Context: an optimization exercise on an open-source flow, tuned for small area. The choices shown serve that exercise and are no tape-out recipe. At most, simulation tests tie the RTL to the original design; equivalence was not proved. No activity file was given, so power comes from the tool's default toggle rates.

Setup of main:
==> flow/design.v (excerpt) <==
module tb_hw (
    input clk,
    input rst,
    output out_test,
    input uart_rx,
    output rpi_tx,
    input sck_in,
    input ws_in,
    input sd_in,
    output out_test2,
    output [7:0] led
);
For scale: ~640 cells after synthesis, ~7100 um^2 of cells after synthesis.
==> flow/config.mk <==
export PLATFORM = sky130hd
export DESIGN_NAME = tb_hw
export DESIGN_NICKNAME = tb_hw
export VERILOG_FILES = /design/flow/design.v
export SDC_FILE = /design/flow/constraint.sdc
export NUM_CORES = 4
export LEC_CHECK = 0
export CAP_MARGIN = 20
export CORE_MARGIN = 2
export CORE_UTILIZATION = 40
export SLEW_MARGIN = 20
export SYNTH_MEMORY_MAX_BITS = 262144
==> flow/constraint.sdc <==
create_clock -name core_clock -period 10.0 [get_ports {clk}]
set_input_delay 2.0000 -clock core_clock [delete_from_list [all_inputs] [get_ports {clk}]]
set_output_delay 2.0000 -clock core_clock [all_outputs]
set_load 0.01 [all_outputs]
run.sh (not shown) runs the stock make flow with config.mk's settings and CLKGATE_MAP_FILE= SYNTH_SCRIPT=/design/flow/synth_recipe.tcl, a recipe that flattens the netlist after the stock synthesis.
Inputs modified between main and the feature branch:
- setting CTS_CLUSTER_DIAMETER to 100 for the first time
- setting CTS_CLUSTER_SIZE to 40 for the first time
Findings:
Full die area delta (main -> the feature branch): insignificant
Per the comparison of the feature branch with main, number of enable flip-flop cells after synthesis closely matched the old numbers; effective utilization at floorplan comparable; maximum buffer depth of the clock tree held steady; setup total negative slack held steady.
Aggregate global-route resource usage delta (the feature branch -> main): insignificant
Function was not checked in any run of this note: the RTL went through the layout flow alone.


== run A ==
The RTL this note starts from:
==> flow/design.v <==
`default_nettype none
`default_nettype none
`default_nettype none
module rca #(parameter N = 8) (
    input  [N-1:0] a,
    input  [N-1:0] b,
    input          ci,
    output [N-1:0] s
);
    wire [N:0] c;
    assign c[0] = ci;
    genvar i;
    generate
        for (i = 0; i < N; i = i + 1) begin : bit_
            assign s[i]   = a[i] ^ b[i] ^ c[i];
            assign c[i+1] = (a[i] & b[i]) | (c[i] & (a[i] ^ b[i]));
        end
    endgenerate
endmodule
`default_nettype none
module tb_hw (
    input clk,
    input rst,
    output out_test,
    input uart_rx,
    output rpi_tx,
    input sck_in,
    input ws_in,
    input sd_in,
    output out_test2,
    output [7:0] led
);
    wire rstn = ~rst;
    reg uart_m, uart_s;
    reg sck_m, sck_s;
    reg ws_m, ws_s;
    reg sd_m, sd_s;
    always @(posedge clk) begin
        uart_m <= uart_rx & rstn;
        uart_s <= uart_m & rstn;
        sck_m  <= sck_in & rstn;
        sck_s  <= sck_m & rstn;
    end
    always @(posedge clk) begin
        ws_m <= ws_in; ws_s <= ws_m;
        sd_m <= sd_in; sd_s <= sd_m;
    end
    assign rpi_tx = uart_s;
    reg sck_d1, sck_d2;
    always @(posedge clk) begin
        sck_d1 <= sck_s & rstn;
        sck_d2 <= sck_d1 & rstn;
    end
    wire sck_p = sck_d1 & ~sck_d2;
    wire sck_n = ~sck_d1 & sck_d2;
    wire p_ld = sck_p & rstn;
    wire p_hd = ~sck_p & rstn;
    reg wsd, wsd1;
    always @(posedge clk) begin
        wsd  <= (ws_s & p_ld) | (wsd  & p_hd);
        wsd1 <= (wsd  & p_ld) | (wsd1 & p_hd);
    end
    wire wsp = wsd ^ wsd1;
    wire sample_clk = wsd1 & ~wsd;
    reg [3:0] counter;
    always @(posedge clk) begin
        if (rst) counter <= 4'd0;
        else if (sck_n) begin
            if (wsp) counter <= 4'd15;
            else if (counter != 4'd0) counter <= counter - 4'd1;
        end
    end
    reg [15:0] buffer;
    wire sd_r = sd_s & rstn;
    genvar gi;
    generate
        for (gi = 0; gi < 16; gi = gi + 1) begin : g_buf
            wire wr = rst | (sck_p & (counter == gi));
            always @(posedge clk) buffer[gi] <= wr ? sd_r : buffer[gi];
        end
    endgenerate
    reg [15:0] left_channel, right_channel;
    wire ld_l = sck_p & wsd & ~wsd1;
    wire ld_r = sck_p & sample_clk;
    wire l_ld = ld_l & rstn, l_hd = ~ld_l & rstn;
    wire r_ld = ld_r & rstn, r_hd = ~ld_r & rstn;
    always @(posedge clk) begin
        left_channel  <= (buffer & {16{l_ld}}) | (left_channel  & {16{l_hd}});
        right_channel <= (buffer & {16{r_ld}}) | (right_channel & {16{r_hd}});
    end
    reg [16:0] dac_l, dac_r;
    wire [16:0] dac_l_nx, dac_r_nx;
    wire pos_l = ~dac_l[16];
    wire pos_r = ~dac_r[16];
    rca #(17) u_add_l (.a(dac_l), .b({pos_l, ~left_channel[15],  left_channel[14:0]}),  .ci(pos_l), .s(dac_l_nx));
    rca #(17) u_add_r (.a(dac_r), .b({pos_r, ~right_channel[15], right_channel[14:0]}), .ci(pos_r), .s(dac_r_nx));
    always @(posedge clk) begin
        dac_l <= dac_l_nx | {17{rst}};
        dac_r <= dac_r_nx | {17{rst}};
    end
    assign out_test  = pos_l;
    assign out_test2 = pos_r;
    reg [30:0] ema;
    wire [15:0] ema_hi = ema[30:15];
    wire [16:0] ema_d;
    wire [15:0] ema_x  = right_channel & {16{sample_clk}};
    wire [15:0] ema_nh = ~(ema_hi & {16{sample_clk}});
    rca #(17) u_ema_sub (.a({ema_x[15], ema_x}), .b({ema_nh[15], ema_nh}), .ci(1'b1), .s(ema_d));
    wire s = ema_d[16];
    wire [18:0] dx  = {{2{s}}, ema_d};               
    wire [18:0] d4x = {ema_d[16:0], 2'b00};          
    wire [18:0] cs_s;                                 
    wire [18:0] cs_c;                                 
    assign cs_c[0] = 1'b0;
    generate
        for (gi = 0; gi < 18; gi = gi + 1) begin : g_csa
            assign cs_s[gi]   = ema[gi] ^ dx[gi] ^ d4x[gi];
            assign cs_c[gi+1] = (ema[gi] & dx[gi]) | (ema[gi] & d4x[gi]) | (dx[gi] & d4x[gi]);
        end
    endgenerate
    assign cs_s[18] = ema[18];
    wire [19:0] ema_lo_nx;
    rca #(20) u_ema_lo (.a({1'b0, cs_s}), .b({1'b0, cs_c}), .ci(1'b0), .s(ema_lo_nx));
    wire ema_inc = ema_lo_nx[19] & ~s;
    wire ema_dec = ~ema_lo_nx[19] & s;
    wire [11:0] ones, zeros;
    assign ones[0] = 1'b1;
    assign zeros[0] = 1'b1;
    generate
        for (gi = 1; gi < 12; gi = gi + 1) begin : g_pre
            assign ones[gi]  = ones[gi-1] & ema[18+gi];
            assign zeros[gi] = zeros[gi-1] & ~ema[18+gi];
        end
    endgenerate
    wire [11:0] ema_flip = ({12{ema_inc}} & ones) | ({12{ema_dec}} & zeros);
    wire [30:0] ema_nx = {ema[30:19] ^ ema_flip, ema_lo_nx[18:0]};
    always @(posedge clk) ema <= ema_nx & {31{rstn}};
    wire [14:0] mlo = ema_hi[14:0];
    wire neg = ema_hi[15];
    function automatic ge(input n, input [14:0] lo, input [15:0] t);
        ge = n ? (lo != 15'd0) && ({1'b0, lo} <= 16'd32768 - t) : ({1'b0, lo} >= t);
    endfunction
    wire [6:0] th = {ge(neg, mlo, 16'd29205), ge(neg, mlo, 16'd7336), ge(neg, mlo, 16'd1464),
                     ge(neg, mlo, 16'd368), ge(neg, mlo, 16'd93), ge(neg, mlo, 16'd19), ge(neg, mlo, 16'd5)};
    wire [2:0] lvl = {th[3], th[5] | (th[1] & ~th[3]), th[6] | (th[4] & ~th[5]) | (th[2] & ~th[3]) | (th[0] & ~th[1])};
    reg [2:0] lvl1, lvl2, lvl3;
    reg on;
    always @(posedge clk) begin
        lvl1 <= lvl & {3{rstn}};
        lvl2 <= lvl1 & {3{rstn}};
        lvl3 <= lvl2;
        on <= rstn;
    end
    wire [7:0] bar = {8{on}} & {lvl3 == 3'd7, lvl3 >= 3'd6, lvl3 >= 3'd5, lvl3 >= 3'd4,
                                lvl3 >= 3'd3, lvl3 >= 3'd2, lvl3 >= 3'd1, 1'b1};
    assign led = ~{bar[0], bar[1], bar[2], bar[3], bar[4], bar[5], bar[6], bar[7]};
endmodule
clock: 10.0 ns
lec_check: 0
cap_margin: 5
core_margin: 2
core_utilization: 55
slew_margin: 5
synth_memory_max_bits: 262144
standard.sh (not shown) runs the stock make flow with config.mk's settings and CLKGATE_MAP_FILE= SYNTH_SCRIPT=/design/flow/synth_recipe.tcl, a recipe that flattens the netlist after the stock synthesis.
==> flow/flow/run.sh <==
#!/bin/bash
# Standard ORFS layout with three changes: ports buffered with buf_1 cells,
# clock tree built from clkbuf_8 cells without dummy loads, and larger
# sink clusters.  Each tool's output is in orfs/logs; make's own output goes
# to flow_make.log.
set -euo pipefail
bash standard.sh \
  "BUFFER_PORTS_ARGS=-buffer_cell sky130_fd_sc_hd__buf_1" \
  "CTS_ARGS=-sink_clustering_enable -repair_clock_nets -dont_use_dummy_load -buf_list sky130_fd_sc_hd__clkbuf_4 -sink_clustering_size 20 -sink_clustering_max_diameter 60" \
  finish > flow_make.log 2>&1
Changes in run B relative to run A:
- CAP_MARGIN now 20, was 5
- SLEW_MARGIN now 20, was 5
- GPL_TIMING_DRIVEN now 0, previously not set
==> summary.txt <==
Run B -> stages 100% | layout checks FAIL | setup timing
Going from run A to run B, the global placement routability congestion was found to have gone up by 5.5%.
Per the comparison of run B with run A, residual DRC count saw little to no change, post-route fraction of the period consumed by the critical path saw an increase, maximum fanout along the worst path saw a decrease.
### run B -> run C
- removing GPL_TIMING_DRIVEN (formerly 0)
Findings:
- Run C ended with every stage complete and zero timing, DRC or antenna violations.
- Run B ran in full, but the layout does not pass; the checks complain about setup timing.
- Run C ends up with a global-route wire length before repair that is 4.5% lower than in run B.
- Looking at post-CTS setup buffer count, run C sits 3 below run B.
- Where worst setup slack is concerned, run B is outperformed by run C.
- Looking at relative slew slack, run C sits 2.5 points below run B.
- Between run B and run C, the power drawn by the sequential cells figures differ only marginally.
- Re routed length on met1: run B and run C aren't equal, and the higher value belongs to run B.
For run D, these inputs were changed with respect to run C:
- CAP_MARGIN: 20 -> 0
- SLEW_MARGIN: 20 -> 0
Notes after the runs:
Between run D and run C, the count of filler cells inserted in the layout figures differ only marginally. Compared with run C, in run D met1 routed wirelength after detailed routing went up; core utilization did not really move; via count lost 0.46%; hold buffer count at CTS did not really move; final clock period utilization by the worst path neither gained nor lost much. Delta (run D minus run C): leakage component of the power roughly the same; per-cell via count in the routed design lower.

==> port drivers added, routing unchanged <==
Ports are ideal in the flow. The routed layouts listed here were re-timed in OpenROAD. Step 1 sets driving cells, clkbuf_16 on the clock port and buf_2 on the other inputs (assumed; they add their load-dependent delay and slew). Step 2, shift: input delay + t, output delay - t, t = (earliest + latest rising clock arrival at the registers) / 2. This alone moves slack from input paths to output paths. a / b / c = ideal ports / drivers / drivers and shift; a / b = the first two.
run	t (ns)	setup slack, ns	worst setup path after step 2	slew at the worst register clock pin (ns)
main	0.459	0.294 / 0.294 / 0.294	register to register	0.07 / 0.07
the feature branch	0.459	0.294 / 0.294 / 0.294	register to register	0.07 / 0.07
run A	0.555	0.154 / 0.154 / 0.154	register to register	0.12 / 0.12
run B	0.545	-0.004 / -0.004 / -0.004	register to register	0.12 / 0.12
run C	0.553	0.152 / 0.152 / 0.152	register to register	0.12 / 0.12
run D	0.555	0.154 / 0.154 / 0.154	register to register	0.12 / 0.12
